From an optimization exercise on the open Yosys and OpenROAD flow; shortcuts taken in it are not production practice. The RTL was checked by simulation tests, not by an equivalence proof against the original design. Power is estimated from default activity; no workload was simulated.

File: run.sh
#!/bin/bash
# synth_recipe.tcl (not shown) runs the flow's synth.tcl, then flattens the netlist and writes it again
# the make line also repeats each setting of config.mk as NAME=value (left out here)
make -C /OpenROAD-flow-scripts/flow DESIGN_CONFIG=/design/flow/config.mk WORK_HOME=/design/flow/orfs CLKGATE_MAP_FILE= SYNTH_SCRIPT=/design/flow/synth_recipe.tcl finish
File: config.mk
export PLATFORM = sky130hd
export DESIGN_NAME = JAM
export DESIGN_NICKNAME = JAM
export VERILOG_FILES = /design/flow/design.v
export SDC_FILE = /design/flow/constraint.sdc
export NUM_CORES = 4
export LEC_CHECK = 0
export ABC_CLOCK_PERIOD_IN_PS = 3500
export CAP_MARGIN = 20
export CORE_MARGIN = 2
export CORE_UTILIZATION = 55
export CTS_BUF_LIST = sky130_fd_sc_hd__clkbuf_4 sky130_fd_sc_hd__clkbuf_8
export CTS_CLUSTER_SIZE = 30
export SETUP_SLACK_MARGIN = 2.6
export SLEW_MARGIN = 20
File: constraint.sdc
create_clock -name core_clock -period 6.2 [get_ports {CLK}]
set_input_delay 1.2400 -clock core_clock [delete_from_list [all_inputs] [get_ports {CLK}]]
set_output_delay 1.2400 -clock core_clock [all_outputs]
set_load 0.01 [all_outputs]
File: design.v
module JAM (
input CLK,
input RST,
output [2:0] W,
output [2:0] J,
input [6:0] Cost,
output [3:0] MatchCount,
output [9:0] MinCost,
output Valid );
reg  [7:0] c;
always @(posedge CLK) begin
	if (RST)                 c <= 8'd0;
	else if (c != 8'd135)    c <= c + 8'd1;
end
assign W = c[5:3];
assign J = c[2:0];
assign Valid = c == 8'd135;
wire loading = ~c[7] & ~c[6];
reg  [3:0] k;       
reg  [7:0] mu;      
wire [3:0] kn = (k == 4'd9) ? 4'd0 : k + 4'd1;
always @(posedge CLK) begin
	if (RST) begin
		k  <= 4'd2;
		mu <= 8'd0;
	end else begin
		k  <= kn;
		mu <= {8{(c >= 8'd60) & ~kn[0] & (kn != 4'd4)}};
	end
end
reg [6:0] t0_0, t0_1, t0_2, t0_3, t0_4, t0_5, t0_6, t0_7;
reg [6:0] t1_0, t1_1, t1_2, t1_3, t1_4, t1_5, t1_6, t1_7;
reg [6:0] t2_0, t2_1, t2_2, t2_3, t2_4, t2_5, t2_6, t2_7;
reg [6:0] t3_0, t3_1, t3_2, t3_3, t3_4, t3_5, t3_6, t3_7;
reg [6:0] t4_0, t4_1, t4_2, t4_3, t4_4, t4_5, t4_6, t4_7;
reg [6:0] t5_0, t5_1, t5_2, t5_3, t5_4, t5_5, t5_6, t5_7;
reg [6:0] t6_0, t6_1, t6_2, t6_3, t6_4, t6_5, t6_6, t6_7;
reg [6:0] t7_0, t7_1, t7_2, t7_3, t7_4, t7_5, t7_6, t7_7;
always @(posedge CLK) begin
	t0_0 <= t0_1;
	t0_1 <= mu[0] ? t0_7 : t0_2;
	t0_2 <= mu[0] ? t0_2 : t0_3;
	t0_3 <= mu[0] ? t0_3 : t0_4;
	t0_4 <= t0_5;
	t0_5 <= t0_6;
	t0_6 <= mu[0] ? t0_4 : t0_7;
	t0_7 <= (loading && c[5:3] == 3'd0) ? Cost : t0_0;
	t1_0 <= t1_1;
	t1_1 <= mu[1] ? t1_7 : t1_2;
	t1_2 <= mu[1] ? t1_2 : t1_3;
	t1_3 <= mu[1] ? t1_3 : t1_4;
	t1_4 <= t1_5;
	t1_5 <= t1_6;
	t1_6 <= mu[1] ? t1_4 : t1_7;
	t1_7 <= (loading && c[5:3] == 3'd1) ? Cost : t1_0;
	t2_0 <= t2_1;
	t2_1 <= mu[2] ? t2_7 : t2_2;
	t2_2 <= mu[2] ? t2_2 : t2_3;
	t2_3 <= mu[2] ? t2_3 : t2_4;
	t2_4 <= t2_5;
	t2_5 <= t2_6;
	t2_6 <= mu[2] ? t2_4 : t2_7;
	t2_7 <= (loading && c[5:3] == 3'd2) ? Cost : t2_0;
	t3_0 <= t3_1;
	t3_1 <= mu[3] ? t3_7 : t3_2;
	t3_2 <= mu[3] ? t3_2 : t3_3;
	t3_3 <= mu[3] ? t3_3 : t3_4;
	t3_4 <= t3_5;
	t3_5 <= t3_6;
	t3_6 <= mu[3] ? t3_4 : t3_7;
	t3_7 <= (loading && c[5:3] == 3'd3) ? Cost : t3_0;
	t4_0 <= t4_1;
	t4_1 <= mu[4] ? t4_7 : t4_2;
	t4_2 <= mu[4] ? t4_2 : t4_3;
	t4_3 <= mu[4] ? t4_3 : t4_4;
	t4_4 <= t4_5;
	t4_5 <= t4_6;
	t4_6 <= mu[4] ? t4_4 : t4_7;
	t4_7 <= (loading && c[5:3] == 3'd4) ? Cost : t4_0;
	t5_0 <= t5_1;
	t5_1 <= mu[5] ? t5_7 : t5_2;
	t5_2 <= mu[5] ? t5_2 : t5_3;
	t5_3 <= mu[5] ? t5_3 : t5_4;
	t5_4 <= t5_5;
	t5_5 <= t5_6;
	t5_6 <= mu[5] ? t5_4 : t5_7;
	t5_7 <= (loading && c[5:3] == 3'd5) ? Cost : t5_0;
	t6_0 <= t6_1;
	t6_1 <= mu[6] ? t6_7 : t6_2;
	t6_2 <= mu[6] ? t6_2 : t6_3;
	t6_3 <= mu[6] ? t6_3 : t6_4;
	t6_4 <= t6_5;
	t6_5 <= t6_6;
	t6_6 <= mu[6] ? t6_4 : t6_7;
	t6_7 <= (loading && c[5:3] == 3'd6) ? Cost : t6_0;
	t7_0 <= t7_1;
	t7_1 <= mu[7] ? t7_7 : t7_2;
	t7_2 <= mu[7] ? t7_2 : t7_3;
	t7_3 <= mu[7] ? t7_3 : t7_4;
	t7_4 <= t7_5;
	t7_5 <= t7_6;
	t7_6 <= mu[7] ? t7_4 : t7_7;
	t7_7 <= (loading && c[5:3] == 3'd7) ? Cost : t7_0;
end
wire [6:0] m00 = t0_0, m01 = t0_1, m02 = t0_2, m03 = t0_4;
wire [6:0] m10 = t1_0, m11 = t1_1, m12 = t1_2, m13 = t1_4;
wire [6:0] m20 = t2_0, m21 = t2_1, m22 = t2_2, m23 = t2_4;
wire [6:0] m30 = t3_0, m31 = t3_1, m32 = t3_2, m33 = t3_4;
wire [6:0] m40 = t4_3, m41 = t4_5, m42 = t4_6, m43 = t4_7;
wire [6:0] m50 = t5_3, m51 = t5_5, m52 = t5_6, m53 = t5_7;
wire [6:0] m60 = t6_3, m61 = t6_5, m62 = t6_6, m63 = t6_7;
wire [6:0] m70 = t7_3, m71 = t7_5, m72 = t7_6, m73 = t7_7;
function [7:0] add7;   
	input [6:0] a, b;
	add7 = a + b;
endfunction
function [9:0] add9;   
	input [8:0] a, b;
	add9 = a + b;
endfunction
function lt10;   
	input [9:0] a, b;
	lt10 = a < b;
endfunction
function [12:0] mc9;           
	input [12:0] x, y;
	begin
		if (x[12:4] == y[12:4])                          mc9 = {x[12:4], x[3:0] + y[3:0]};
		else if (lt10({1'b0, x[12:4]}, {1'b0, y[12:4]})) mc9 = x;
		else                                             mc9 = y;
	end
endfunction
function [8:0] blk2;
	input [6:0] ua, ub, va, vb;
	reg [7:0] p, q;
	begin
		p = add7(ua, vb);
		q = add7(ub, va);
		blk2 = {lt10({2'b0, p}, {2'b0, q}) ? p : q, p == q};
	end
endfunction
function [12:0] term;
	input [8:0] x, y;
	reg [1:0] e;
	begin
		e = x[0] + y[0];
		term = {add9({1'b0, x[8:1]}, {1'b0, y[8:1]}), 1'b0, e == 2'd2, e == 2'd1, e == 2'd0};
	end
endfunction
reg  [8:0] xa01;
always @(posedge CLK) xa01 <= blk2(m00, m01, m10, m11);
reg  [8:0] ya01;
always @(posedge CLK) ya01 <= blk2(m20, m21, m30, m31);
reg  [8:0] xa02;
always @(posedge CLK) xa02 <= blk2(m00, m02, m10, m12);
reg  [8:0] ya02;
always @(posedge CLK) ya02 <= blk2(m20, m22, m30, m32);
reg  [8:0] xa03;
always @(posedge CLK) xa03 <= blk2(m00, m03, m10, m13);
reg  [8:0] ya03;
always @(posedge CLK) ya03 <= blk2(m20, m23, m30, m33);
reg  [8:0] xa12;
always @(posedge CLK) xa12 <= blk2(m01, m02, m11, m12);
reg  [8:0] ya12;
always @(posedge CLK) ya12 <= blk2(m21, m22, m31, m32);
reg  [8:0] xa13;
always @(posedge CLK) xa13 <= blk2(m01, m03, m11, m13);
reg  [8:0] ya13;
always @(posedge CLK) ya13 <= blk2(m21, m23, m31, m33);
reg  [8:0] xa23;
always @(posedge CLK) xa23 <= blk2(m02, m03, m12, m13);
reg  [8:0] ya23;
always @(posedge CLK) ya23 <= blk2(m22, m23, m32, m33);
reg  [8:0] xb01;
always @(posedge CLK) xb01 <= blk2(m40, m41, m50, m51);
reg  [8:0] yb01;
always @(posedge CLK) yb01 <= blk2(m60, m61, m70, m71);
reg  [8:0] xb02;
always @(posedge CLK) xb02 <= blk2(m40, m42, m50, m52);
reg  [8:0] yb02;
always @(posedge CLK) yb02 <= blk2(m60, m62, m70, m72);
reg  [8:0] xb03;
always @(posedge CLK) xb03 <= blk2(m40, m43, m50, m53);
reg  [8:0] yb03;
always @(posedge CLK) yb03 <= blk2(m60, m63, m70, m73);
reg  [8:0] xb12;
always @(posedge CLK) xb12 <= blk2(m41, m42, m51, m52);
reg  [8:0] yb12;
always @(posedge CLK) yb12 <= blk2(m61, m62, m71, m72);
reg  [8:0] xb13;
always @(posedge CLK) xb13 <= blk2(m41, m43, m51, m53);
reg  [8:0] yb13;
always @(posedge CLK) yb13 <= blk2(m61, m63, m71, m73);
reg  [8:0] xb23;
always @(posedge CLK) xb23 <= blk2(m42, m43, m52, m53);
reg  [8:0] yb23;
always @(posedge CLK) yb23 <= blk2(m62, m63, m72, m73);
wire [12:0] ta0 = term(xa01, ya23);
wire [12:0] ta1 = term(xa02, ya13);
wire [12:0] ta2 = term(xa03, ya12);
wire [12:0] ta3 = term(xa12, ya03);
wire [12:0] ta4 = term(xa13, ya02);
wire [12:0] ta5 = term(xa23, ya01);
wire [12:0] tb0 = term(xb01, yb23);
wire [12:0] tb1 = term(xb02, yb13);
wire [12:0] tb2 = term(xb03, yb12);
wire [12:0] tb3 = term(xb12, yb03);
wire [12:0] tb4 = term(xb13, yb02);
wire [12:0] tb5 = term(xb23, yb01);
reg  [12:0] pa0;
always @(posedge CLK) pa0 <= mc9(ta0, ta1);
reg  [12:0] pa1;
always @(posedge CLK) pa1 <= mc9(ta2, ta3);
reg  [12:0] pa2;
always @(posedge CLK) pa2 <= mc9(ta4, ta5);
reg  [12:0] fa;
always @(posedge CLK) fa <= mc9(mc9(pa0, pa1), pa2);
reg  [12:0] pb0;
always @(posedge CLK) pb0 <= mc9(tb0, tb1);
reg  [12:0] pb1;
always @(posedge CLK) pb1 <= mc9(tb2, tb3);
reg  [12:0] pb2;
always @(posedge CLK) pb2 <= mc9(tb4, tb5);
reg  [12:0] fb;
always @(posedge CLK) fb <= mc9(mc9(pb0, pb1), pb2);
wire [3:0] pc = fa[3:0] * fb[3:0];
reg  [13:0] tr;
always @(posedge CLK) tr <= {add9(fa[12:4], fb[12:4]), pc};
wire trv = c >= 8'd65 && c <= 8'd134;
reg [9:0] mincost;
reg [3:0] matchcount;
always @(posedge CLK) begin
	if (RST) begin
		mincost    <= 10'd1023;
		matchcount <= 4'd0;
	end else if (trv) begin
		if (lt10(tr[13:4], mincost)) begin
			mincost    <= tr[13:4];
			matchcount <= tr[3:0];
		end else if (tr[13:4] == mincost) begin
			matchcount <= matchcount + tr[3:0];
		end
	end
end
assign MinCost    = mincost;
assign MatchCount = matchcount;
endmodule
==> results of run 1 <==
[kinds of logic after synthesis]
group | Yosys count | synth area share
AOI/OAI and AO/OA | 1026 | 0.1319
adders and majority gates | 869 | 0.2444
DFF | 809 | 0.3708
and+or+nand+nor | 594 | 0.05937
buffers and inverters | 482 | 0.03954
muxes | 390 | 0.08991
xor gates and xnor gates | 342 | 0.06414
[power by group through the flow]
stage | combinational (mW) | sequential, mW | clock (mW)
3_3_place_gp | 12.0 | 7.48 | 0
6_report | 14.4 | 7.34 | 5.44
4_1_cts | 13.1 | 7.36 | 5.57
2_1_floorplan | 9.22 | 6.91 | 0
3_5_place_dp | 11.9 | 7.47 | 0
5_1_grt | 15.9 | 7.40 | 5.79
[through the flow]
stage	utilization	total power, mW	instance area (um^2)	worst slack (ns)
CTS	0.6237	25.98	52280	2.597
detailed placement	0.5769	19.40	48360	2.058
floorplan	-	16.13	46700	2.682
global route	0.6412	29.09	53740	2.520
finish	0.6413	27.20	53750	2.661
global placement	0.5769	19.44	48360	2.042
[path summary, 6_finish.rpt]
path | from | to | slack [ns] | depth (start not counted)
min reg2reg | t0_6[4] | t0_5[4] | 0.30 | 0
max | pa1[6] | fa[12] | 2.66 | 13
min | t0_6[4] | t0_5[4] | 0.30 | 0
max reg2reg | pa1[6] | fa[12] | 2.66 | 13
[flip-flops by register name, summed over array words and instances, names as in the netlist, 10 cells and up]
name and count:
pb1 13, pb0 13, pa0 13, pa1 13
pb2 13, pa2 13, fb 13, mincost 10
tr 14, fa 13
[cell type report]
type                       count  area, um^2
antenna                        4       10.01
sequential                   809       17370
multi-input combinational   3223       28700
inverter                     417        1568
clock inverter                50       625.6
tap                         1134        1419
timing repair buffer         178        1498
clock buffer                 206        2560
fill                        7001       30070
[what timing repair did]
item	in CTS	in global routing
gates cloned	1	4
setup endpoints to repair	173	223
pin swaps	27	95
gates resized for setup	103	208
setup buffers	48	68
[per-layer routing]
| metal | global-route usage | wire [um] | vias to the layer above |
|---|---|---|---|
| li1 | - | - | 16450 |
| met1 | 0.3545 | 54930 | 15150 |
| met5 | 0 | 10 | - |
| met2 | 0.5150 | 62150 | 606 |
| met3 | 0.03947 | 4494 | 214 |
| met4 | 0.1216 | 5498 | 2 |
[critical path, stage by stage, from the launching register on]
cell	delay, ns
dfxtp_2	0.33
inv_1	0.06
ha_4	0.27
nand3b_1	0.12
a211oi_4	0.32
nor3_4	0.09
nor2_4	0.24
mux2_4	0.35
ha_2	0.18
or4_4	0.52
a221oi_4	0.24
o2bb2ai_4	0.18
buf_4	0.15
mux2_2	0.37
[layout by cell type, fill, tap and decap left out, types with 28 or more instances in the layout]
master	synthesis	layout
nand4_1	62	62
o21bai_1	106	106
nand2_1	173	171
a21o_1	167	167
dfxtp_1	697	670
inv_1	417	416
mux2_2	236	233
xnor2_1	191	190
mux2i_1	154	136
nand3_1	30	28
buf_4	6	134
fa_1	72	63
ha_1	797	783
clkbuf_4	0	45
a21oi_2	0	84
edfxtp_1	112	112
xor2_1	151	145
nor2_1	204	195
clkdlybuf4s50_1	0	28
a21oi_1	461	375
clkbuf_8	0	162
o21ai_0	182	156
nor2b_1	39	36
o21a_1	35	35
==> impl_metrics.env, run 1 <==
export IMPL_outcome="no timing/DRC/antenna violations"
export IMPL_max_vdd_ir_drop_mv=0.8900
export IMPL_core_area_um2=83820
export IMPL_pwr_share_comb=0.530
export IMPL_rsz0062_at_grt="yes"
export IMPL_fin_crit_sh=0.5708
export IMPL_dp_cells=5640
export IMPL_cts_clk_slew_worst_paths_ns=0.07
export IMPL_p_switching_mw=10.94
export IMPL_grt_max_degree=58
export IMPL_tightest_slew_ns=1.154
export IMPL_syn_nets=5390
export IMPL_skew_ns=0.03617
export IMPL_root_buffer="clkbuf_8"
export IMPL_port_buffers=29
export IMPL_ctsHoldBuffers=0
export IMPL_fin_worst_hold_slack_ns=0.3035
export IMPL_synth_area_leader_cell="dfxtp_1"
export IMPL_stdcell_count=6021
export IMPL_vias=32410
export IMPL_viasPerCell=5.383
export IMPL_yosysSeqAreaShare=0.3708
export IMPL_p_sw_frac=0.4022
export IMPL_avgSynthCellArea_um2=10.35
export IMPL_slew_viol_final=0
export IMPL_yosysMostFrequentCell="ha_1"
export IMPL_grt_pass1_vias=31860
export IMPL_syn_to_final_growth_pct=15.09
export IMPL_antenna_found_initial=7
export IMPL_synth_area_um2=46700
export IMPL_critical_path_class="flop to flop"
export IMPL_drtIter0Drc=1523
export IMPL_max_clock_freq_mhz=282.6
export IMPL_cp_arrival_ns=4.23
export IMPL_synth_edf_count=112
export IMPL_hold_viol_final=0
export IMPL_maxSlewHeadroom=0.2286
export IMPL_yosys_warnings=1
export IMPL_ys_types=67
export IMPL_cts_max_level=4
export IMPL_cts_tree="built"
export IMPL_synthFlopType="dfxtp_1"
export IMPL_async_reset_ff_frac=0
export IMPL_wl_per_cell_um=21.11
export IMPL_insertion_delay_ns=0.84
export IMPL_ys_ff_latch=809
export IMPL_end_kind="flop"
export IMPL_io_pins=30
export IMPL_clk_path_buf_depth=3
export IMPL_fin_nets=5647
export IMPL_cp_max_fo=7
export IMPL_synth_common_cells="ha_1, dfxtp_1, a21oi_1, inv_1, mux2_2"
export IMPL_gp_congestion=0.9349
export IMPL_hold_class="flop to flop"
export IMPL_setup_violations=0
export IMPL_cts_sinks=809
export IMPL_grt_pass1_wl_um=189900
export IMPL_intPower_mw=16.26
export IMPL_drc=0
export IMPL_layout_drive_gt1_share=0.1800
export IMPL_cts_made_buffers=140
export IMPL_synth_top_area_share=0.2988
export IMPL_synth_top_cells_by_area="dfxtp_1, ha_1, edfxtp_1"
export IMPL_synthCells=4512
export IMPL_fin_setup_tns_ns=0
export IMPL_p_seq_frac=0.270
export IMPL_period_needed_ns=3.539
export IMPL_die_h_um=295.4
export IMPL_initial_core_util=0.5572
export IMPL_hpwlAfterDp_um=100600
export IMPL_die_w_um=295.4
export IMPL_cellPowerDensity_nw_per_um2=506.1
export IMPL_grt_ovfl_total=0
export IMPL_ant_nets=0
export IMPL_num_rows=106
export IMPL_drt_first_pass_iters=6
export IMPL_routed_wl_um=127100
export IMPL_power_frac_clock=0.200
export IMPL_crit_required_ns=6.89
export IMPL_leakagePower_nw=25.92
export IMPL_dieArea_um2=87260
export IMPL_grt_usage=0.2910
export IMPL_cp_start_kind="flop"
export IMPL_drv_cap=0
==> run 2, diff against run 1 <==
==> config.mk (replaced) <==
export PLATFORM = sky130hd
export DESIGN_NAME = JAM
export DESIGN_NICKNAME = JAM
export VERILOG_FILES = /design/flow/design.v
export SDC_FILE = /design/flow/constraint.sdc
export NUM_CORES = 4
export LEC_CHECK = 0
export ABC_CLOCK_PERIOD_IN_PS = 3500
export CAP_MARGIN = 20
export CORE_MARGIN = 2
export CORE_UTILIZATION = 60
export PLACE_DENSITY = 0.72
export SETUP_SLACK_MARGIN = 2.7
export SLEW_MARGIN = 20
==> run 2 against run 1 <==
Against the previous run:
- largest power group unchanged
- setup slack improved by 0.012 ns
- maximum frequency rose by 0.35%
- cell area rose by 0.38%
- highest routed layer is now met4
==> impl_metrics.env, run 2 <==
export IMPL_fin_crit_sh=0.5687
export IMPL_yosys_warnings=1
export IMPL_rsz0062_at_grt="yes"
export IMPL_grt_pass1_wl_um=186500
export IMPL_port_buffers=29
export IMPL_cts_max_level=3
export IMPL_hpwlAfterDp_um=96040
export IMPL_synth_top_cells_by_area="dfxtp_1, ha_1, edfxtp_1"
export IMPL_hold_viol_final=0
export IMPL_maxSlewHeadroom=0.2642
export IMPL_async_reset_ff_frac=0
export IMPL_viasPerCell=5.622
export IMPL_power_frac_clock=0.197
export IMPL_tightest_slew_ns=1.100
export IMPL_insertion_delay_ns=0.66
export IMPL_slew_viol_final=0
export IMPL_outcome="no timing/DRC/antenna violations"
export IMPL_critical_path_class="flop to flop"
export IMPL_p_seq_frac=0.261
export IMPL_cp_max_fo=7
export IMPL_layout_drive_gt1_share=0.1800
export IMPL_period_needed_ns=3.526
export IMPL_grt_pass1_vias=32630
export IMPL_cts_tree="built"
export IMPL_synth_area_um2=46700
export IMPL_routed_wl_um=123600
export IMPL_synthCells=4512
export IMPL_gp_congestion=1.010
export IMPL_hold_class="flop to flop"
export IMPL_initial_core_util=0.6049
export IMPL_grt_max_degree=48
export IMPL_wl_per_cell_um=21.06
export IMPL_p_sw_frac=0.3970
export IMPL_cp_arrival_ns=4.07
export IMPL_power_mw=28.00
export IMPL_multi_input_area_um2=28860
export IMPL_synth_top_area_share=0.2988
export IMPL_cts_clk_slew_worst_paths_ns=0.07
export IMPL_synthFlopType="dfxtp_1"
export IMPL_top_register="tr"
export IMPL_avgSynthCellArea_um2=10.35
export IMPL_cts_sinks=809
export IMPL_ys_ff_latch=809
export IMPL_die_w_um=283.0
export IMPL_end_kind="flop"
export IMPL_pwr_share_comb=0.542
export IMPL_drc=0
export IMPL_drv_cap=0
export IMPL_clk_path_buf_depth=3
export IMPL_fin_nets=5633
export IMPL_drtIter0Drc=1874
export IMPL_synth_common_cells="ha_1, dfxtp_1, a21oi_1, inv_1, mux2_2"
export IMPL_die_h_um=283.0
export IMPL_final_area_um2=53960
export IMPL_core_area_um2=77210
export IMPL_max_clock_freq_mhz=283.6
export IMPL_ys_types=67
export IMPL_syn_to_final_growth_pct=15.53
export IMPL_root_buffer="clkbuf_16"
export IMPL_synth_area_leader_cell="dfxtp_1"
export IMPL_crit_required_ns=6.75
export IMPL_grt_ovfl_total=0
export IMPL_antenna_found_initial=1
export IMPL_vias=33000
export IMPL_fin_setup_tns_ns=0
export IMPL_synth_edf_count=112
export IMPL_num_rows=102
export IMPL_cts_made_buffers=87
export IMPL_max_vdd_ir_drop_mv=0.3851
export IMPL_setup_violations=0
export IMPL_ant_nets=0
export IMPL_io_pins=30
export IMPL_drt_first_pass_iters=6
export IMPL_cellPowerDensity_nw_per_um2=518.9
export IMPL_syn_nets=5390
export IMPL_largest_reg_flops=14
export IMPL_leakagePower_nw=25.92
export IMPL_yosysSeqAreaShare=0.3708
export IMPL_mostFrequentLayoutCells="ha_1, dfxtp_1, inv_1, a21oi_1, mux2_2"
export IMPL_intPower_mw=16.88
export IMPL_dieArea_um2=80090
export IMPL_grt_usage=0.2995
export IMPL_cp_start_kind="flop"
export IMPL_p_switching_mw=11.12
export IMPL_final_common_cell="ha_1"
export IMPL_dpl_cell_area_um2=48250
export IMPL_seqCellArea_um2=17390
export IMPL_skew_ns=0.03321
export IMPL_yosysMostFrequentCell="ha_1"
export IMPL_num_fill_cells=5764
run 2: cell counts after synthesis:
Identical to the previous run, type by type.
run 2: layout make-up:
class                           count  area share
Multi-Input combinational cell   3225      0.5349
Sequential cell                   809      0.3223
Clock buffer                      112     0.04475
Timing Repair Buffer              215     0.03295
Inverter                          417     0.02908
Tap cell                         1040     0.02412
Clock inverter                     51     0.01190
Antenna cell                        1  0.00004638
run 2: logic make-up (layout without fill, tap and decap cells):
group | Yosys count | after routing | share of synthesized area
XOR/XNOR | 342 | 342 | 0.06414
adder cells (fa/ha/maj) | 869 | 869 | 0.2444
multiplexers | 390 | 390 | 0.08991
buffers and inverters | 482 | 795 | 0.03954
AND/OR/NAND/NOR | 594 | 598 | 0.05937
other | 0 | 1 | 0
flip-flops | 809 | 809 | 0.3708
AO/OA/AOI/OAI | 1026 | 1026 | 0.1319
run 2: metrics by stage:
stage | setup slack (ns) | utilization | cells | hold slack, ns
after floorplan | 2.704 | - | 4512 | 0.3096
after global placement | 2.097 | 0.6248 | 5545 | 0.3098
after detailed placement | 2.044 | 0.6248 | 5545 | 0.3121
after CTS | 2.691 | 0.6772 | 5780 | 0.3238
after global routing | 2.548 | 0.6988 | 5869 | 0.3286
final | 2.674 | 0.6988 | 5870 | 0.3217
run 2: critical path: stages (launching register included):
cell      delay [ns]
edfxtp_1        0.42
buf_4           0.17
ha_1            0.22
fa_1            0.41
a21o_1          0.19
a21oi_2         0.18
o21bai_1        0.08
a21oi_1         0.19
xor2_1          0.24
inv_1           0.07
ha_1            0.31
nand4_1         0.20
o21ai_4         0.21
buf_4           0.18
mux2_2          0.34
run 2: worst paths after layout:
| kind | startpoint | endpoint | slack [ns] | cells past startpoint |
|---|---|---|---|---|
| worst min-delay path | t1_6[2] | t1_5[2] | 0.32 | 0 |
| worst min register to register | t1_6[2] | t1_5[2] | 0.32 | 0 |
| worst max register to register | t6_3[0] | yb01[2] | 2.67 | 14 |
| worst max-delay path | t6_3[0] | yb01[2] | 2.67 | 14 |
run 2: power by group through the flow:
stage	combinational, mW	clock (mW)	sequential [mW]
floorplan	9.23	0	6.91
global placement	11.7	0	7.40
detailed placement	11.9	0	7.41
CTS	13.4	5.58	7.29
global route	16.5	5.81	7.38
finish	15.2	5.50	7.32
run 2: what timing repair did:
| item | in CTS | in global routing |
|---|---|---|
| hold buffers | 0 | 0 |
| pin swaps | 47 | 130 |
| setup buffers | 69 | 83 |
| endpoints found under the setup margin | 188 | 244 |
| cloned | 3 | 6 |
| endpoints found under the hold margin | 0 | 0 |
| resized for setup | 125 | 252 |
run 2: per-layer routing:
metal  GRT usage  part of all wire
met4      0.1601             0.058
met1      0.3674              0.42
met3     0.03261             0.044
met2      0.5173              0.48
met5           0                 0
==> run 3, diff against run 2 <==
--- a/design.v
+++ b/design.v
@@ -10,11 +10,11 @@
 reg  [7:0] c;
 always @(posedge CLK) begin
 	if (RST)                 c <= 8'd0;
-	else if (c != 8'd135)    c <= c + 8'd1;
+	else if (c != 8'd134)    c <= c + 8'd1;
 end
 assign W = c[5:3];
 assign J = c[2:0];
-assign Valid = c == 8'd135;
+assign Valid = c == 8'd134;
 wire loading = ~c[7] & ~c[6];
 reg  [3:0] k;       
 reg  [7:0] mu;      
@@ -224,9 +224,8 @@
 reg  [12:0] fb;
 always @(posedge CLK) fb <= mc9(mc9(pb0, pb1), pb2);
 wire [3:0] pc = fa[3:0] * fb[3:0];
-reg  [13:0] tr;
-always @(posedge CLK) tr <= {add9(fa[12:4], fb[12:4]), pc};
-wire trv = c >= 8'd65 && c <= 8'd134;
+wire [13:0] tr = {add9(fa[12:4], fb[12:4]), pc};
+wire trv = c >= 8'd64 && c <= 8'd133;
 reg [9:0] mincost;
 reg [3:0] matchcount;
 always @(posedge CLK) begin
--- a/config.mk
+++ b/config.mk
@@ -8,7 +8,6 @@
 export ABC_CLOCK_PERIOD_IN_PS = 3500
 export CAP_MARGIN = 20
 export CORE_MARGIN = 2
-export CORE_UTILIZATION = 60
-export PLACE_DENSITY = 0.72
-export SETUP_SLACK_MARGIN = 2.7
+export CORE_UTILIZATION = 40
+export SETUP_SLACK_MARGIN = 2.6
 export SLEW_MARGIN = 20
==> run 3 against run 2 <==
Against the previous run:
- synthesized cell count down 0.47%
- sequential share of layout area down 0.75 points
- flip-flop and latch count down 14
- critical path depth unchanged
- non-clock buffer count down 15
- still clean
- cell count up 7.6%
- combinational power about the same
==> impl_metrics.env, run 3 <==
export IMPL_ys_types=62
export IMPL_startpoint="t0_2[0]"
export IMPL_ys_ff_latch=795
export IMPL_num_rows=125
export IMPL_tightest_slew_ns=1.082
export IMPL_yosysSeqAreaShare=0.3666
export IMPL_cp_max_fo=6
export IMPL_synth_top_area_share=0.2943
export IMPL_drc=0
export IMPL_synth_common_cells="ha_1, dfxtp_1, a21oi_1, inv_1, mux2_2"
export IMPL_port_buffers=29
export IMPL_die_w_um=344.8
export IMPL_die_h_um=344.8
export IMPL_syn_to_final_growth_pct=17.15
export IMPL_period_needed_ns=3.666
export IMPL_yosys_warnings=1
export IMPL_syn_nets=5370
export IMPL_synthCells=4491
export IMPL_cellPowerDensity_nw_per_um2=513.4
export IMPL_ff2ff_setup_slack_ns=2.53
export IMPL_grt_usage=0.2082
export IMPL_hold_viol_final=0
export IMPL_crit_required_ns=6.78
export IMPL_grt_pass1_wl_um=188200
export IMPL_seqCellArea_um2=17130
export IMPL_timing_rr_end="xa02[7]"
export IMPL_cts_sinks=795
export IMPL_synth_area_leader_cell="dfxtp_1"
export IMPL_synth_edf_count=112
export IMPL_layout_drive_gt1_share=0.1886
export IMPL_setup_violations=0
export IMPL_mostFrequentLayoutCells="ha_1, dfxtp_1, inv_1, a21oi_1, mux2_2"
export IMPL_routed_wl_um=126600
export IMPL_hpwlAfterDp_um=99660
export IMPL_cp_start_kind="flop"
export IMPL_multi_input_area_um2=29190
export IMPL_num_fill_cells=10730
export IMPL_end_kind="flop"
export IMPL_grt_pass1_vias=31720
export IMPL_ant_nets=0
export IMPL_drv_cap=0
export IMPL_leakagePower_nw=25.91
export IMPL_fin_worst_hold_slack_ns=0.3115
export IMPL_synthFlopType="dfxtp_1"
export IMPL_antenna_found_initial=6
export IMPL_slew_viol_final=0
export IMPL_viasPerCell=5.116
export IMPL_crit_path_end="xa02[7]"
export IMPL_yosysMostFrequentCell="ha_1"
export IMPL_async_reset_ff_frac=0
export IMPL_outcome="no timing/DRC/antenna violations"
export IMPL_maxSlewHeadroom=0.2765
export IMPL_max_vdd_ir_drop_mv=0.3986
export IMPL_initial_core_util=0.4015
export IMPL_io_pins=30
export IMPL_max_clock_freq_mhz=272.7
export IMPL_critical_path_class="flop to flop"
export IMPL_skew_ns=0.03790
export IMPL_fin_nets=5596
export IMPL_grt_ovfl_total=0
export IMPL_rsz0062_at_grt="yes"
export IMPL_final_common_cell="ha_1"
export IMPL_drt_first_pass_iters=5
export IMPL_cts_max_level=3
export IMPL_fin_crit_sh=0.5914
export IMPL_grt_max_degree=64
export IMPL_stdcell_count=6315
export IMPL_hold_class="flop to flop"
export IMPL_cp_arrival_ns=4.25
export IMPL_insertion_delay_ns=0.68
export IMPL_core_area_um2=115700
export IMPL_synth_area_um2=46470
export IMPL_fin_setup_tns_ns=0
export IMPL_dieArea_um2=118900
export IMPL_root_buffer="clkbuf_16"
export IMPL_power_mw=27.94
export IMPL_r2r_start="t0_2[0]"
export IMPL_gp_congestion=0.9193
export IMPL_dp_cells=6008
export IMPL_final_util=0.4703
export IMPL_drtIter0Drc=1600
export IMPL_wl_per_cell_um=20.04
export IMPL_vias=32310
export IMPL_cts_made_buffers=85
export IMPL_avgSynthCellArea_um2=10.35
export IMPL_cts_clk_slew_worst_paths_ns=0.06
export IMPL_ctsHoldBuffers=0
export IMPL_reg2reg_depth=14
export IMPL_synth_top_cells_by_area="dfxtp_1, ha_1, edfxtp_1"
export IMPL_clk_path_buf_depth=3
export IMPL_cts_tree="built"
==> run 3: cell count changes in the layout (fill, tap and decap cells not counted), sizes merged, moves of 6 or more <==
cell    before  now
bufinv      11    5
nor2       209  191
or4          2    9
o211ai      16    9
o21a        35   27
nand3       31   25
buf        182  170
a21oi      461  452
a21bo        6    0
dfxtp      697  683
mux2       236  259
a211oi      12    5
clkbuf     112  118
==> run 3: cell families (layout without fill, tap and decap cells) <==
| family | Yosys count | in the layout | share of synthesized area |
|---|---|---|---|
| XOR/XNOR | 345 | 345 | 0.06503 |
| other | 0 | 2 | 0 |
| buffers and inverters | 488 | 782 | 0.04036 |
| AND/OR/NAND/NOR | 589 | 591 | 0.05910 |
| adder cells (fa/ha/maj) | 870 | 870 | 0.2459 |
| AO/OA/AOI/OAI | 995 | 997 | 0.1273 |
| multiplexers | 409 | 409 | 0.09564 |
| flip-flops | 795 | 795 | 0.3666 |
==> run 3: worst min-delay path by stage <==
stage | startpoint | end | slack, ns | depth (start not counted)
6_report | t2_5[5] | t2_4[5] | 0.31 | 0
5_1_grt | t2_5[5] | t2_4[5] | 0.32 | 0
2_1_floorplan | t0_5[0] | t0_4[0] | 0.31 | 0
3_3_place_gp | t7_1[1] | t7_0[1] | 0.31 | 0
4_1_cts | t0_6[3] | t0_5[3] | 0.31 | 0
3_5_place_dp | t2_5[2] | t2_4[2] | 0.31 | 0
==> run 3: final cells by class <==
class	count	share of cell area
Inverter	423	0.02921
Timing Repair Buffer	200	0.03082
Multi-Input combinational cell	3212	0.5362
Clock inverter	41	0.008390
Tap cell	1524	0.03503
Sequential cell	795	0.3147
Antenna cell	2	0.00009194
Clock buffer	118	0.04546
==> run 3: power breakdown <==
group | switching, mW | internal [mW] | total [mW]
clock | 2.23 | 3.04 | 5.27
sequential | 0.855 | 6.33 | 7.19
combinational | 7.96 | 7.52 | 15.5
total | 11.1 | 16.9 | 27.9
==> run 3: metal layers <==
metal	part of all wire	track usage	vias to the layer above
li1	-	-	16300
met1	0.46	0.2703	15330
met2	0.48	0.3598	493
met3	0.030	0.02474	190
met4	0.033	0.06575	2
met5	0.00010	0	-
==> run 3: repair_timing <==
action,in CTS,in global routing
endpoints found under the setup margin,222,245
resized for setup,152,306
pin swaps,21,128
cloned,3,3
buffers inserted,41,99
==> run 3: critical path: stages (launching register included) <==
cell	delay, ns
edfxtp_1	0.48
buf_4	0.18
ha_1	0.21
fa_1	0.41
a21o_1	0.20
a21oi_2	0.23
o21bai_1	0.10
a21oi_1	0.18
xor2_1	0.28
ha_1	0.32
a21o_1	0.19
a21oi_2	0.22
o21ai_4	0.13
buf_6	0.17
mux2i_2	0.27
==> run 3: stage by stage <==
stage	cell area, um^2	setup slack, ns
4_1_cts	52340	2.560
3_3_place_gp	48600	2.003
3_5_place_dp	48600	1.953
2_1_floorplan	46470	2.618
5_1_grt	54430	2.509
6_report	54430	2.534
==> run 4, diff against run 3 <==
--- a/config.mk
+++ b/config.mk
@@ -8,6 +8,6 @@
 export ABC_CLOCK_PERIOD_IN_PS = 3500
 export CAP_MARGIN = 20
 export CORE_MARGIN = 2
-export CORE_UTILIZATION = 40
+export CORE_UTILIZATION = 55
 export SETUP_SLACK_MARGIN = 2.6
 export SLEW_MARGIN = 20
==> run 4 against run 3 <==
Against the previous run:
- clock power is 3% lower
- critical path depth shrank 1
- synthesized cell count stayed put
- critical path type unchanged
- clock skew decreased by 0.0088 ns
- wire length down 1.5%
- synthesized area did not move
- largest power group unchanged
- die area down 27%
- combinational power is 3% lower
- maximum frequency increased by 2.8%
==> impl_metrics.env, run 4 <==
export IMPL_outcome="no timing/DRC/antenna violations"
export IMPL_grt_pass1_wl_um=187100
export IMPL_reg2reg_depth=13
export IMPL_timing_rr_end="fb[3]"
export IMPL_mostFrequentLayoutCells="ha_1, dfxtp_1, inv_1, a21oi_1, mux2_2"
export IMPL_num_rows=106
export IMPL_cp_start_kind="flop"
export IMPL_critical_path_class="flop to flop"
export IMPL_ant_nets=0
export IMPL_ys_ff_latch=795
export IMPL_syn_nets=5370
export IMPL_min_path_cells=0
export IMPL_ys_types=62
export IMPL_rsz0062_at_grt="yes"
export IMPL_synth_edf_count=112
export IMPL_antenna_found_initial=2
export IMPL_die_h_um=294.7
export IMPL_fin_worst_hold_slack_ns=0.3100
export IMPL_yosysSeqAreaShare=0.3666
export IMPL_insertion_delay_ns=0.64
export IMPL_cp_arrival_ns=4.15
export IMPL_cp_max_fo=8
export IMPL_fin_nets=5543
export IMPL_drv_cap=0
export IMPL_avgSynthCellArea_um2=10.35
export IMPL_drt_first_pass_iters=5
export IMPL_yosysMostFrequentCell="ha_1"
export IMPL_slew_viol_final=0
export IMPL_path_cells="inv_1 > ha_1 > nand3_1 > or4_4 > and2_4 > mux2_4 > ha_4 > nand3_2 > nor2_2 > nand4_1 > buf_4 > or4_1 > nand4b_1"
export IMPL_synth_area_leader_cell="dfxtp_1"
export IMPL_layout_drive_gt1_share=0.1617
export IMPL_stdcell_count=5866
export IMPL_clk_path_buf_depth=3
export IMPL_cts_sinks=795
export IMPL_viasPerCell=5.474
export IMPL_critPathSlowestCell="or4_4"
export IMPL_synth_area_um2=46470
export IMPL_crit_required_ns=6.79
export IMPL_vias=32110
export IMPL_die_w_um=294.7
export IMPL_final_util=0.6339
export IMPL_gp_congestion=0.9125
export IMPL_synthCells=4491
export IMPL_cts_made_buffers=83
export IMPL_cellPowerDensity_nw_per_um2=515.4
export IMPL_synthFlopType="dfxtp_1"
export IMPL_fin_crit_sh=0.5750
export IMPL_hold_end="t3_5[5]"
export IMPL_max_clock_freq_mhz=280.5
export IMPL_grt_usage=0.2867
export IMPL_grt_pass1_vias=31870
export IMPL_synth_common_cells="ha_1, dfxtp_1, a21oi_1, inv_1, mux2_2"
export IMPL_hpwlAfterDp_um=98730
export IMPL_ff2ff_setup_slack_ns=2.64
export IMPL_core_area_um2=83690
export IMPL_drc=0
export IMPL_synth_top_area_share=0.2943
export IMPL_dp_cells=5617
export IMPL_yosys_warnings=1
export IMPL_dieArea_um2=86830
export IMPL_hold_viol_final=0
export IMPL_leakagePower_nw=25.54
export IMPL_skew_ns=0.02912
export IMPL_wl_per_cell_um=21.25
export IMPL_setup_violations=0
export IMPL_critPathMaxStageDelay_ns=0.60
export IMPL_max_vdd_ir_drop_mv=0.5881
export IMPL_port_buffers=29
export IMPL_cts_tree="built"
export IMPL_async_reset_ff_frac=0
export IMPL_cts_max_level=3
export IMPL_drtIter0Drc=1464
export IMPL_ctsHoldBuffers=0
export IMPL_initial_core_util=0.5552
export IMPL_synth_top_cells_by_area="dfxtp_1, ha_1, edfxtp_1"
export IMPL_tightest_slew_ns=1.115
export IMPL_routed_wl_um=124600
export IMPL_r2r_start="pb1[11]"
export IMPL_power_mw=27.34
export IMPL_num_fill_cells=6957
export IMPL_diodes=0
export IMPL_cts_clk_slew_worst_paths_ns=0.06
export IMPL_grt_max_degree=61
export IMPL_syn_to_final_growth_pct=14.16
export IMPL_end_kind="flop"
export IMPL_maxSlewHeadroom=0.2534
export IMPL_period_needed_ns=3.565
export IMPL_root_buffer="clkbuf_16"
export IMPL_io_pins=30
export IMPL_hold_class="flop to flop"
export IMPL_grt_ovfl_total=0
export IMPL_min_delay_start="t3_6[5]"
export IMPL_final_common_cell="ha_1"
export IMPL_fin_setup_tns_ns=0
## run 4: cell counts after synthesis
No cell type changed its count.
## run 4: final cells by class
class	instances	area (um^2)	area share
multi-input combinational	3213	28900	0.5449
clock inverter	36	391.6	0.007383
inverter	423	1590	0.02998
clock buffer	117	2399	0.04522
sequential	795	17110	0.3225
timing repair buffer	148	1235	0.02328
tap	1134	1419	0.02675
## run 4: worst max-delay path by stage
stage | endpoint | cells after the start | start
2_1_floorplan | fa[10] | 13 | pa1[5]
3_3_place_gp | mincost[7] | 15 | fb[4]
3_5_place_dp | mincost[7] | 15 | fb[4]
4_1_cts | fa[3] | 16 | pa1[12]
5_1_grt | yb01[2] | 14 | t7_3[1]
6_report | fb[3] | 13 | pb1[11]
## run 4: stage by stage
| step | setup WS, ns | cell area (um^2) |
|---|---|---|
| final | 2.635 | 53050 |
| after global routing | 2.490 | 53050 |
| after CTS | 2.534 | 51480 |
| after detailed placement | 1.838 | 48110 |
| after global placement | 1.831 | 48110 |
| after floorplan | 2.618 | 46470 |
## run 4: cells by family (layout without fill, tap and decap cells)
group / count (synthesis) / after routing / share of synthesized area
multiplexers: 409 / 409 / 0.09564
flip-flops: 795 / 795 / 0.3666
AND/OR/NAND/NOR: 589 / 593 / 0.05910
adder cells (fa/ha/maj): 870 / 870 / 0.2459
buffers and inverters: 488 / 724 / 0.04036
AO/OA/AOI/OAI: 995 / 996 / 0.1273
XOR/XNOR: 345 / 345 / 0.06503
## run 4: per-layer routing
| metal | track usage | wire length, um | vias up |
|---|---|---|---|
| met5 | 0 | 13 | - |
| met3 | 0.03212 | 4041 | 197 |
| met2 | 0.5030 | 60580 | 542 |
| li1 | - | - | 16180 |
| met4 | 0.1252 | 5920 | 2 |
| met1 | 0.3548 | 54090 | 15190 |
## run 4: where the power goes
group / switching, mW / leakage (nW) / internal, mW
sequential: 0.808 / 6.86 / 6.33
combinational: 8.02 / 17.3 / 7.08
clock: 2.10 / 1.37 / 3.00
## run 4: critical path, delay by kind of cell, from the launching register on
kind          cells  cell delay [ns]
fa+ha+maj         2             0.59
buf+inv           2             0.27
flops             1             0.34
mux               1             0.34
simple gates      8             1.97
## run 4: timing repair
item | in CTS | in global routing
endpoints found under the setup margin | 216 | 230
gates resized for setup | 133 | 231
setup buffers | 20 | 71
pin swaps | 12 | 76
endpoints found under the hold margin | 0 | 0
gates cloned | 4 | 1
==> run 5, diff against run 4 <==
--- a/config.mk
+++ b/config.mk
@@ -9,5 +9,7 @@
 export CAP_MARGIN = 20
 export CORE_MARGIN = 2
 export CORE_UTILIZATION = 55
+export CTS_BUF_LIST = sky130_fd_sc_hd__clkbuf_4 sky130_fd_sc_hd__clkbuf_8
+export CTS_CLUSTER_SIZE = 30
 export SETUP_SLACK_MARGIN = 2.6
 export SLEW_MARGIN = 20
==> run 5 against run 4 <==
Against the previous run:
- sequential power about the same
- cell area increased by 0.28%
- combinational power about the same
==> impl_metrics.env, run 5 <==
export IMPL_synth_edf_count=112
export IMPL_root_buffer="clkbuf_8"
export IMPL_max_vdd_ir_drop_mv=0.6019
export IMPL_min_delay_start="t2_5[1]"
export IMPL_r2r_start="pb0[6]"
export IMPL_routed_wl_um=125600
export IMPL_rsz0062_at_grt="yes"
export IMPL_synth_top_family_by_area="adder cells"
export IMPL_startpoint="pb0[6]"
export IMPL_clk_path_buf_depth=3
export IMPL_tightest_slew_ns=1.108
export IMPL_synth_top_area_share=0.2943
export IMPL_cts_sinks=795
export IMPL_intPower_mw=16.06
export IMPL_cts_tree="built"
export IMPL_synth_simple_gate_area_frac=0.05910
export IMPL_mostFrequentLayoutCells="ha_1, dfxtp_1, inv_1, a21oi_1, mux2_2"
export IMPL_dr_wl_met3_um=3919
export IMPL_drc=0
export IMPL_ctsHoldBuffers=0
export IMPL_p_switching_mw=10.97
export IMPL_num_rows=106
export IMPL_cp_max_fo=8
export IMPL_crit_required_ns=6.87
export IMPL_p_sw_frac=0.4059
export IMPL_initial_core_util=0.5552
export IMPL_critPathSlowestCell="o41a_1"
export IMPL_final_common_cell="ha_1"
export IMPL_maxSlewHeadroom=0.2580
export IMPL_timing_rr_end="fb[7]"
export IMPL_power_frac_clock=0.184
export IMPL_ys_types=62
export IMPL_grt_max_degree=61
export IMPL_gp_congestion=0.9125
export IMPL_routed_top_layer="met4"
export IMPL_grt_ovfl_total=0
export IMPL_setup_violations=0
export IMPL_fin_crit_sh=0.5780
export IMPL_grt_usage=0.2893
export IMPL_path_cells="ha_4 > o21ai_1 > a21oi_1 > o41a_1 > or2_4 > and2_4 > mux2_4 > ha_4 > nand3_2 > o21bai_1 > a21oi_2 > o21ai_2 > buf_12 > mux2_4"
export IMPL_insertion_delay_ns=0.82
export IMPL_min_path_cells=0
export IMPL_slew_viol_final=0
export IMPL_async_reset_ff_frac=0
export IMPL_max_clock_freq_mhz=279.1
export IMPL_layout_drive_gt1_share=0.1836
export IMPL_drtIter0Drc=1483
export IMPL_drt_first_pass_iters=5
export IMPL_dpl_cell_area_um2=48110
export IMPL_dieArea_um2=86830
export IMPL_syn_nets=5370
export IMPL_synth_area_leader_cell="dfxtp_1"
export IMPL_reg2reg_depth=14
export IMPL_synth_compound_area_share=0.1273
export IMPL_yosysMostFrequentCell="ha_1"
export IMPL_critical_path_class="flop to flop"
export IMPL_synth_area_um2=46470
export IMPL_synthFlopType="dfxtp_1"
export IMPL_route_met2_wl_um=61390
export IMPL_grt_pass1_wl_um=188200
export IMPL_yosysSeqAreaShare=0.3666
export IMPL_grt_pass1_vias=32310
export IMPL_outcome="no timing/DRC/antenna violations"
export IMPL_avgSynthCellArea_um2=10.35
export IMPL_ant_nets=0
export IMPL_ys_ff_latch=795
export IMPL_period_needed_ns=3.583
export IMPL_yosys_warnings=1
export IMPL_muxShareOfSynthArea=0.09564
export IMPL_critPathMaxStageDelay_ns=0.41
export IMPL_cts_max_level=4
export IMPL_cp_start_kind="flop"
export IMPL_synth_fa_ha_area_frac=0.2459
export IMPL_fin_setup_tns_ns=0
export IMPL_die_w_um=294.7
export IMPL_wl_met1_um=54830
export IMPL_vias=32400
export IMPL_hold_viol_final=0
export IMPL_ff2ff_setup_slack_ns=2.62
export IMPL_hold_class="flop to flop"
export IMPL_fin_nets=5595
export IMPL_pwr_share_comb=0.552
export IMPL_synth_top_cells_by_area="dfxtp_1, ha_1, edfxtp_1"
export IMPL_hold_end="t2_4[1]"
export IMPL_io_pins=30
export IMPL_cts_clk_slew_worst_paths_ns=0.06
export IMPL_cellPowerDensity_nw_per_um2=508.3
export IMPL_die_h_um=294.7
export IMPL_hpwlAfterDp_um=98730
export IMPL_drv_cap=0
export IMPL_syn_to_final_growth_pct=14.48
export IMPL_leakagePower_nw=25.70
export IMPL_cts_made_buffers=133
export IMPL_cp_arrival_ns=4.26
export IMPL_wl_per_cell_um=21.07
export IMPL_skew_ns=0.03664
export IMPL_port_buffers=29
export IMPL_end_kind="flop"
export IMPL_viasPerCell=5.435
export IMPL_antenna_found_initial=3
export IMPL_synthCells=4491
export IMPL_core_area_um2=83690
export IMPL_p_seq_frac=0.264
export IMPL_synth_common_cells="ha_1, dfxtp_1, a21oi_1, inv_1, mux2_2"
export IMPL_synth_xor_area_share=0.06503
export IMPL_final_area_um2=53190
run 5: worst max-delay path, delay by kind of cell (launching register included):
| family | cells | cell delay (ns) |
|---|---|---|
| AOI/OAI and AO/OA | 6 | 1.15 |
| adders and majority gates | 2 | 0.50 |
| buffers and inverters | 1 | 0.16 |
| DFF | 1 | 0.39 |
| muxes | 2 | 0.69 |
| and+or+nand+nor | 3 | 0.55 |
run 5: cell type report:
class	instances	area [um^2]
Tap cell	1134	1419
Antenna cell	2	5.005
Timing Repair Buffer	149	1237
Inverter	423	1590
Fill cell	6989	30490
Clock buffer	198	2475
Clock inverter	46	397.9
Sequential cell	795	17110
Multi-Input combinational cell	3214	28960
run 5: metal layers:
layer | GRT usage | vias up
met4 | 0.1312 | 0
met3 | 0.03974 | 198
li1 | - | 16300
met5 | 0 | -
met2 | 0.5032 | 490
met1 | 0.3551 | 15410
run 5: how the worst max path moves through the flow:
stage	end	slack, ns	cells after the start
2_1_floorplan	fa[10]	2.62	13
3_3_place_gp	mincost[7]	1.83	15
3_5_place_dp	mincost[7]	1.84	15
4_1_cts	ya13[1]	2.56	14
5_1_grt	yb01[2]	2.48	14
6_report	fb[7]	2.62	14
run 5: timing repair:
action,CTS,global route
cloned,5,1
endpoints found under the hold margin,0,0
setup buffers,21,71
resized for setup,148,226
setup endpoints to repair,215,225
pin swaps,13,88
run 5: per-stage QoR:
step,power (mW),hold slack (ns),util,setup slack (ns),std cells
final,27.04,0.3210,0.6356,2.617,5961
after global routing,28.97,0.3272,0.6356,2.483,5960
after CTS,25.69,0.3167,0.6171,2.563,5887
after detailed placement,19.57,0.3121,0.5749,1.838,5617
after global placement,19.55,0.3097,0.5749,1.831,5617
after floorplan,16.06,0.3096,-,2.618,4491
run 5: kinds of logic after synthesis:
kind of cell | count (synthesis)
buf+inv | 488
compound gates | 995
simple gates | 589
flops | 795
fa+ha+maj | 870
mux | 409
xor+xnor | 345
run 5: power by group through the flow:
stage	clock network [mW]	logic, mW	registers [mW]
2_1_floorplan	0	9.29	6.77
3_3_place_gp	0	12.3	7.24
3_5_place_dp	0	12.3	7.24
4_1_cts	5.10	13.5	7.13
5_1_grt	5.31	16.4	7.21
6_report	4.97	14.9	7.14
==> run 6, diff against run 5 <==
==> config.mk (replaced) <==
export PLATFORM = sky130hd
export DESIGN_NAME = JAM
export DESIGN_NICKNAME = JAM
export VERILOG_FILES = /design/flow/design.v
export SDC_FILE = /design/flow/constraint.sdc
export NUM_CORES = 4
export LEC_CHECK = 0
export ABC_CLOCK_PERIOD_IN_PS = 3500
export CAP_MARGIN = 20
export CORE_MARGIN = 2
export CORE_UTILIZATION = 60
export PLACE_DENSITY = 0.7
export SETUP_SLACK_MARGIN = 2.65
export SLEW_MARGIN = 20
==> run 6 against run 5 <==
Against the previous run:
- global-route usage is 1.2 points higher
- maximum frequency grew 0.51%
- die area fell by 8.2%
- synthesized area is the same
- clock-buffer cell count fell by 94
- critical path depth up 1
- utilization up 5.8 points
- wire length is 1.9% lower
- cell area increased by 0.57%
- clock skew is 0.0077 ns lower
==> impl_metrics.env, run 6 <==
export IMPL_rsz0062_at_grt="yes"
export IMPL_timing_rr_end="fb[8]"
export IMPL_wl_per_cell_um=21.24
export IMPL_ys_ff_latch=795
export IMPL_critPathSlowestCell="o41a_1"
export IMPL_dp_cells=5522
export IMPL_initial_core_util=0.6028
export IMPL_path_cells="inv_2 > ha_4 > o21ai_2 > a21oi_1 > o41a_1 > or2_4 > and2_4 > buf_4 > mux2_4 > ha_4 > nand4_1 > a21oi_4 > o21ai_4 > buf_12 > mux2_4"
export IMPL_setup_violations=0
export IMPL_grt_pass1_wl_um=182300
export IMPL_critPathMaxStageDelay_ns=0.45
export IMPL_cp_max_fo=8
export IMPL_crit_required_ns=6.72
export IMPL_place_ws_ns=2.067
export IMPL_cp_start_kind="flop"
export IMPL_end_kind="flop"
export IMPL_final_area_um2=53500
export IMPL_crit_path_end="fb[8]"
export IMPL_die_h_um=282.3
export IMPL_drt_first_pass_iters=6
export IMPL_critical_path_class="flop to flop"
export IMPL_cts_sinks=795
export IMPL_leakagePower_nw=25.75
export IMPL_max_vdd_ir_drop_mv=0.3317
export IMPL_synth_top_cells_by_area="dfxtp_1, ha_1, edfxtp_1"
export IMPL_cellPowerDensity_nw_per_um2=524.9
export IMPL_drv_cap=0
export IMPL_port_buffers=29
export IMPL_max_clock_freq_mhz=280.5
export IMPL_cts_made_buffers=84
export IMPL_worst_slack_ns=2.635
export IMPL_stdcell_count=5798
export IMPL_startpoint="pb1[6]"
export IMPL_grt_pass1_vias=32010
export IMPL_final_util=0.6940
export IMPL_yosys_warnings=1
export IMPL_r2r_start="pb1[6]"
export IMPL_fin_setup_tns_ns=0
export IMPL_io_pins=30
export IMPL_mostFrequentLayoutCells="ha_1, dfxtp_1, inv_1, a21oi_1, mux2_2"
export IMPL_cts_clk_slew_worst_paths_ns=0.06
export IMPL_final_common_cell="ha_1"
export IMPL_dieArea_um2=79690
export IMPL_hold_viol_final=0
export IMPL_synth_area_leader_cell="dfxtp_1"
export IMPL_num_fill_cells=5941
export IMPL_dpl_cell_area_um2=47990
export IMPL_cts_tree="built"
export IMPL_cts_max_level=3
export IMPL_ff2ff_setup_slack_ns=2.63
export IMPL_hold_class="flop to flop"
export IMPL_cp_arrival_ns=4.08
export IMPL_diodes=0
export IMPL_skew_ns=0.02899
export IMPL_fin_crit_sh=0.5750
export IMPL_die_w_um=282.3
export IMPL_ys_types=62
export IMPL_synthCells=4491
export IMPL_num_rows=102
export IMPL_synth_edf_count=112
export IMPL_viasPerCell=5.645
export IMPL_antenna_found_initial=5
export IMPL_tightest_slew_ns=1.109
export IMPL_synth_top_area_share=0.2943
export IMPL_syn_nets=5370
export IMPL_ant_nets=0
export IMPL_period_needed_ns=3.565
export IMPL_grt_usage=0.3016
export IMPL_grt_max_degree=71
export IMPL_insertion_delay_ns=0.66
export IMPL_vias=32730
export IMPL_reg2reg_depth=15
export IMPL_slew_viol_final=0
export IMPL_core_area_um2=77080
export IMPL_gp_congestion=0.9378
export IMPL_layout_drive_gt1_share=0.1778
export IMPL_yosysMostFrequentCell="ha_1"
export IMPL_grt_ovfl_total=0
export IMPL_routed_wl_um=123200
export IMPL_outcome="no timing/DRC/antenna violations"
export IMPL_async_reset_ff_frac=0
export IMPL_drc=0
export IMPL_fin_worst_hold_slack_ns=0.3192
export IMPL_fin_nets=5565
export IMPL_avgSynthCellArea_um2=10.35
export IMPL_synth_common_cells="ha_1, dfxtp_1, a21oi_1, inv_1, mux2_2"
export IMPL_syn_to_final_growth_pct=15.13
export IMPL_maxSlewHeadroom=0.2609
export IMPL_power_mw=28.08
export IMPL_synth_area_um2=46470
export IMPL_clk_path_buf_depth=3
export IMPL_synthFlopType="dfxtp_1"
export IMPL_yosysSeqAreaShare=0.3666
export IMPL_drtIter0Drc=1930
export IMPL_hpwlAfterDp_um=95100
export IMPL_root_buffer="clkbuf_16"
[run 6: final cells by class]
| type | instances | area [um^2] | area share |
|---|---|---|---|
| Tap cell | 1040 | 1301 | 0.02432 |
| Sequential cell | 795 | 17110 | 0.3199 |
| Multi-Input combinational cell | 3213 | 29110 | 0.5442 |
| Clock buffer | 104 | 2238 | 0.04184 |
| Inverter | 423 | 1590 | 0.02973 |
| Clock inverter | 54 | 743.2 | 0.01389 |
| Timing Repair Buffer | 169 | 1401 | 0.02619 |
[run 6: worst min path at each step]
stage	from	end	slack [ns]	depth (start not counted)
6_report	t1_5[6]	t1_4[6]	0.32	0
5_1_grt	t0_6[6]	t0_5[6]	0.33	0
4_1_cts	t2_5[0]	t2_4[0]	0.32	0
3_5_place_dp	t0_5[1]	t0_4[1]	0.31	0
3_3_place_gp	t0_6[4]	t0_5[4]	0.31	0
2_1_floorplan	t0_5[0]	t0_4[0]	0.31	0
[run 6: where the power goes]
group          internal (mW)  switching, mW  total (mW)
Combinational           7.38           8.08        15.5
Clock                   3.12           2.22        5.34
Sequential              6.34          0.942        7.29
[run 6: layer usage]
layer  wire (um)  track usage
met1       51520       0.3666
met2       58910       0.5213
met3        5000      0.03609
met4        7720       0.1636
met5          14            0
[run 6: kinds of logic (layout without fill, tap and decap cells)]
family / count (synthesis) / after routing / synth area share
compound gates: 995 / 996 / 0.1273
xor+xnor: 345 / 345 / 0.06503
fa+ha+maj: 870 / 870 / 0.2459
buf+inv: 488 / 750 / 0.04036
flops: 795 / 795 / 0.3666
mux: 409 / 409 / 0.09564
simple gates: 589 / 593 / 0.05910
[run 6: critical path, delay by kind of cell (launching register included)]
kind                       cells  cell delay [ns]
and+or+nand+nor                3             0.63
adders and majority gates      2             0.50
muxes                          2             0.66
DFF                            1             0.34
buffers and inverters          3             0.34
AOI/OAI and AO/OA              5             0.98
[run 6: repair_timing]
action / CTS / global route
hold buffers: 0 / 0
gates resized for setup: 128 / 286
pin swaps: 28 / 110
setup buffers: 45 / 66
endpoints found under the setup margin: 197 / 238
gates cloned: 3 / 4
hold endpoints to repair: 0 / 0
==> run 7, diff against run 6 <==
--- a/design.v
+++ b/design.v
@@ -10,22 +10,22 @@
 reg  [7:0] c;
 always @(posedge CLK) begin
 	if (RST)                 c <= 8'd0;
-	else if (c != 8'd134)    c <= c + 8'd1;
+	else if (c != 8'd138)    c <= c + 8'd1;
 end
 assign W = c[5:3];
 assign J = c[2:0];
-assign Valid = c == 8'd134;
+assign Valid = c == 8'd138;
 wire loading = ~c[7] & ~c[6];
 reg  [3:0] k;       
 reg  [7:0] mu;      
 wire [3:0] kn = (k == 4'd9) ? 4'd0 : k + 4'd1;
 always @(posedge CLK) begin
 	if (RST) begin
-		k  <= 4'd2;
+		k  <= 4'd0;
 		mu <= 8'd0;
 	end else begin
 		k  <= kn;
-		mu <= {8{(c >= 8'd60) & ~kn[0] & (kn != 4'd4)}};
+		mu <= {8{~loading & ~kn[0] & (kn != 4'd4)}};
 	end
 end
 reg [6:0] t0_0, t0_1, t0_2, t0_3, t0_4, t0_5, t0_6, t0_7;
@@ -213,19 +213,27 @@
 always @(posedge CLK) pa1 <= mc9(ta2, ta3);
 reg  [12:0] pa2;
 always @(posedge CLK) pa2 <= mc9(ta4, ta5);
+reg  [12:0] ra0;
+always @(posedge CLK) ra0 <= mc9(pa0, pa1);
+reg  [12:0] ra1;
+always @(posedge CLK) ra1 <= pa2;
 reg  [12:0] fa;
-always @(posedge CLK) fa <= mc9(mc9(pa0, pa1), pa2);
+always @(posedge CLK) fa <= mc9(ra0, ra1);
 reg  [12:0] pb0;
 always @(posedge CLK) pb0 <= mc9(tb0, tb1);
 reg  [12:0] pb1;
 always @(posedge CLK) pb1 <= mc9(tb2, tb3);
 reg  [12:0] pb2;
 always @(posedge CLK) pb2 <= mc9(tb4, tb5);
+reg  [12:0] rb0;
+always @(posedge CLK) rb0 <= mc9(pb0, pb1);
+reg  [12:0] rb1;
+always @(posedge CLK) rb1 <= pb2;
 reg  [12:0] fb;
-always @(posedge CLK) fb <= mc9(mc9(pb0, pb1), pb2);
+always @(posedge CLK) fb <= mc9(rb0, rb1);
 wire [3:0] pc = fa[3:0] * fb[3:0];
 wire [13:0] tr = {add9(fa[12:4], fb[12:4]), pc};
-wire trv = c >= 8'd64 && c <= 8'd133;
+wire trv = c >= 8'd68 && c <= 8'd137;
 reg [9:0] mincost;
 reg [3:0] matchcount;
 always @(posedge CLK) begin
--- a/config.mk
+++ b/config.mk
@@ -8,7 +8,6 @@
 export ABC_CLOCK_PERIOD_IN_PS = 3500
 export CAP_MARGIN = 20
 export CORE_MARGIN = 2
-export CORE_UTILIZATION = 60
-export PLACE_DENSITY = 0.7
-export SETUP_SLACK_MARGIN = 2.65
+export CORE_UTILIZATION = 40
+export SETUP_SLACK_MARGIN = 2.6
 export SLEW_MARGIN = 20
==> run 7 against run 6 <==
Against the previous run:
- still clean
- cell count is 12% higher
- sequential share of layout area is 1.3 points higher
- register-to-register slack worse by 0.02 ns
- setup slack worse by 0.019 ns
- via count grew 0.87%
- synthesized cell count rose by 4.2%
- sequential power up 7.1%
- critical endpoint is now yb01[1]
- largest power group unchanged
==> impl_metrics.env, run 7 <==
export IMPL_outcome="no timing/DRC/antenna violations"
export IMPL_ff2ff_setup_slack_ns=2.62
export IMPL_core_area_um2=119500
export IMPL_viasPerCell=5.068
export IMPL_hpwlAfterDp_um=101400
export IMPL_dp_cells=6270
export IMPL_synthCells=4681
export IMPL_synth_area_um2=48060
export IMPL_final_area_um2=54420
export IMPL_antenna_found_initial=8
export IMPL_setup_violations=0
export IMPL_slew_viol_final=0
export IMPL_yosysMostFrequentCell="ha_1"
export IMPL_skew_ns=0.02523
export IMPL_final_common_cell="ha_1"
export IMPL_die_w_um=350.6
export IMPL_synth_top_area_share=0.3062
export IMPL_yosys_warnings=1
export IMPL_synth_top_cells_by_area="dfxtp_1, ha_1, edfxtp_1"
export IMPL_p_seq_frac=0.290
export IMPL_num_fill_cells=11280
export IMPL_critical_path_class="flop to flop"
export IMPL_cts_tree="built"
export IMPL_ant_nets=0
export IMPL_die_h_um=350.6
export IMPL_cp_arrival_ns=4.09
export IMPL_intPower_mw=16.28
export IMPL_fin_worst_hold_slack_ns=0.3154
export IMPL_synth_common_cells="ha_1, dfxtp_1, inv_1, a21oi_1, nand2_1"
export IMPL_power_frac_clock=0.202
export IMPL_insertion_delay_ns=0.68
export IMPL_final_util=0.4554
export IMPL_stdcell_count=6515
export IMPL_gp_congestion=0.9432
export IMPL_drc=0
export IMPL_p_sw_frac=0.3968
export IMPL_cp_start_kind="flop"
export IMPL_tightest_slew_ns=1.156
export IMPL_grt_max_degree=91
export IMPL_wl_per_cell_um=19.51
export IMPL_drv_cap=0
export IMPL_initial_core_util=0.4022
export IMPL_routed_wl_um=127100
export IMPL_cts_max_level=3
export IMPL_synthFlopType="dfxtp_1"
export IMPL_yosysSeqAreaShare=0.3762
export IMPL_grt_ovfl_total=0
export IMPL_dpl_cell_area_um2=50150
export IMPL_fin_crit_sh=0.5781
export IMPL_grt_usage=0.2041
export IMPL_max_clock_freq_mhz=279.0
export IMPL_pwr_share_comb=0.509
export IMPL_leakagePower_nw=25.67
export IMPL_p_switching_mw=10.71
export IMPL_fin_nets=5701
export IMPL_period_needed_ns=3.584
export IMPL_maxSlewHeadroom=0.2280
export IMPL_dieArea_um2=122900
export IMPL_hold_class="flop to flop"
export IMPL_seqCellArea_um2=18120
export IMPL_rsz0062_at_grt="yes"
export IMPL_clk_path_buf_depth=3
export IMPL_drtIter0Drc=1656
export IMPL_ys_types=67
export IMPL_port_buffers=29
export IMPL_cellPowerDensity_nw_per_um2=495.9
export IMPL_num_rows=127
export IMPL_power_mw=26.99
export IMPL_grt_pass1_vias=32560
export IMPL_avgSynthCellArea_um2=10.27
export IMPL_worst_slack_ns=2.616
export IMPL_end_kind="flop"
export IMPL_place_ws_ns=2.054
export IMPL_multi_input_area_um2=28460
export IMPL_vias=33020
export IMPL_synth_area_leader_cell="dfxtp_1"
export IMPL_ys_ff_latch=847
export IMPL_cts_made_buffers=91
export IMPL_root_buffer="clkbuf_16"
export IMPL_syn_nets=5561
export IMPL_mostFrequentLayoutCells="ha_1, dfxtp_1, inv_1, a21oi_1, nand2_1"
export IMPL_fin_setup_tns_ns=0
export IMPL_max_vdd_ir_drop_mv=0.6517
export IMPL_syn_to_final_growth_pct=13.24
export IMPL_crit_required_ns=6.71
export IMPL_cp_max_fo=12
export IMPL_hold_viol_final=0
export IMPL_grt_pass1_wl_um=190500
export IMPL_cts_sinks=847
export IMPL_drt_first_pass_iters=5
export IMPL_layout_drive_gt1_share=0.1170
export IMPL_async_reset_ff_frac=0
export IMPL_io_pins=30
export IMPL_cts_clk_slew_worst_paths_ns=0.06
export IMPL_synth_edf_count=112
run 7: cell count changes after synthesis, sizes merged, moves of 20 or more:
cell,previous run,this run
a21oi,451,404
nor3b,2,22
nand2,174,201
o21bai,109,49
nor2b,43,78
o21ai,184,243
o21a,27,61
dfxtp,683,735
inv,423,522
run 7: path summary, 6_finish.rpt:
| check | endpoint | from | depth (start not counted) |
|---|---|---|---|
| worst max-delay path | yb01[1] | t7_3[1] | 12 |
| worst min-delay path | t1_4[3] | t1_5[3] | 0 |
| worst max register to register | yb01[1] | t7_3[1] | 12 |
| worst min register to register | t1_4[3] | t1_5[3] | 0 |
run 7: final cells by class:
type,count,area share
clock buffer,119,0.04679
antenna,6,0.0002759
multi-input combinational,3263,0.5230
clock inverter,50,0.008622
inverter,523,0.03612
tap,1612,0.03706
sequential,847,0.3329
timing repair buffer,95,0.01517
run 7: kinds of logic (layout without fill, tap and decap cells):
group,after synthesis,count (layout),synth area share
compound gates,1006,1014,0.1254
other cells,0,6,0
xor+xnor,319,319,0.05814
mux,386,386,0.08834
buf+inv,579,787,0.04629
simple gates,673,673,0.06762
flops,847,847,0.3762
fa+ha+maj,871,871,0.2380
run 7: worst max-delay path, cell delays in order (launching register included):
cell      delay [ns]
edfxtp_1        0.52
buf_4           0.21
fa_1            0.42
a21o_1          0.17
a21oi_1         0.26
o21bai_1        0.10
a21oi_1         0.20
xor2_1          0.21
ha_1            0.28
a21o_1          0.17
a21oi_1         0.27
o21ai_4         0.18
o21ai_1         0.43
run 7: power groups by stage:
stage | Combinational [mW] | Clock (mW) | Sequential, mW
3_3_place_gp | 12.2 | 0 | 7.93
3_5_place_dp | 12.3 | 0 | 7.93
6_report | 13.7 | 5.44 | 7.81
2_1_floorplan | 9.79 | 0 | 7.30
5_1_grt | 15.3 | 5.80 | 7.88
4_1_cts | 12.5 | 5.58 | 7.82
run 7: per-layer routing:
layer	up-vias	GRT usage	part of all wire
li1	16640	-	-
met1	15660	0.2610	0.45
met2	523	0.3491	0.47
met3	195	0.02296	0.035
met4	0	0.08365	0.045
met5	-	0	0
run 7: repair_timing:
| action | CTS | global route |
|---|---|---|
| setup buffers | 2 | 60 |
| cloned | 0 | 8 |
| pin swaps | 4 | 46 |
| endpoints found under the setup margin | 138 | 218 |
| gates resized for setup | 48 | 121 |
| hold buffers | 0 | 0 |

re-timing with driven ports:
The results above use ideal ports. As a check the final layouts listed here were re-extracted and re-timed, cells and wires unchanged.
Step 1, drivers: a clkbuf_16 drives CLK and a buf_2 each remaining input, both assumed.
Step 2 times the ports against the registers' clock, not the clock port: input delays grow and output delays shrink by t, the midpoint of the rising clock arrivals with the driver on.
Three values: no drivers, after step 1, after step 2; two values: the first two.
run | t, ns | setup slack, ns
run 1 | 0.887 | 2.661 / 2.661 / 2.661
run 2 | 0.708 | 2.674 / 2.674 / 2.674
run 3 | 0.731 | 2.534 / 2.534 / 2.534
run 4 | 0.700 | 2.635 / 2.635 / 2.635
run 5 | 0.869 | 2.617 / 2.617 / 2.617
run 6 | 0.717 | 2.635 / 2.635 / 2.635
run 7 | 0.742 | 2.616 / 2.616 / 2.616
After both steps every run listed still meets setup and hold.
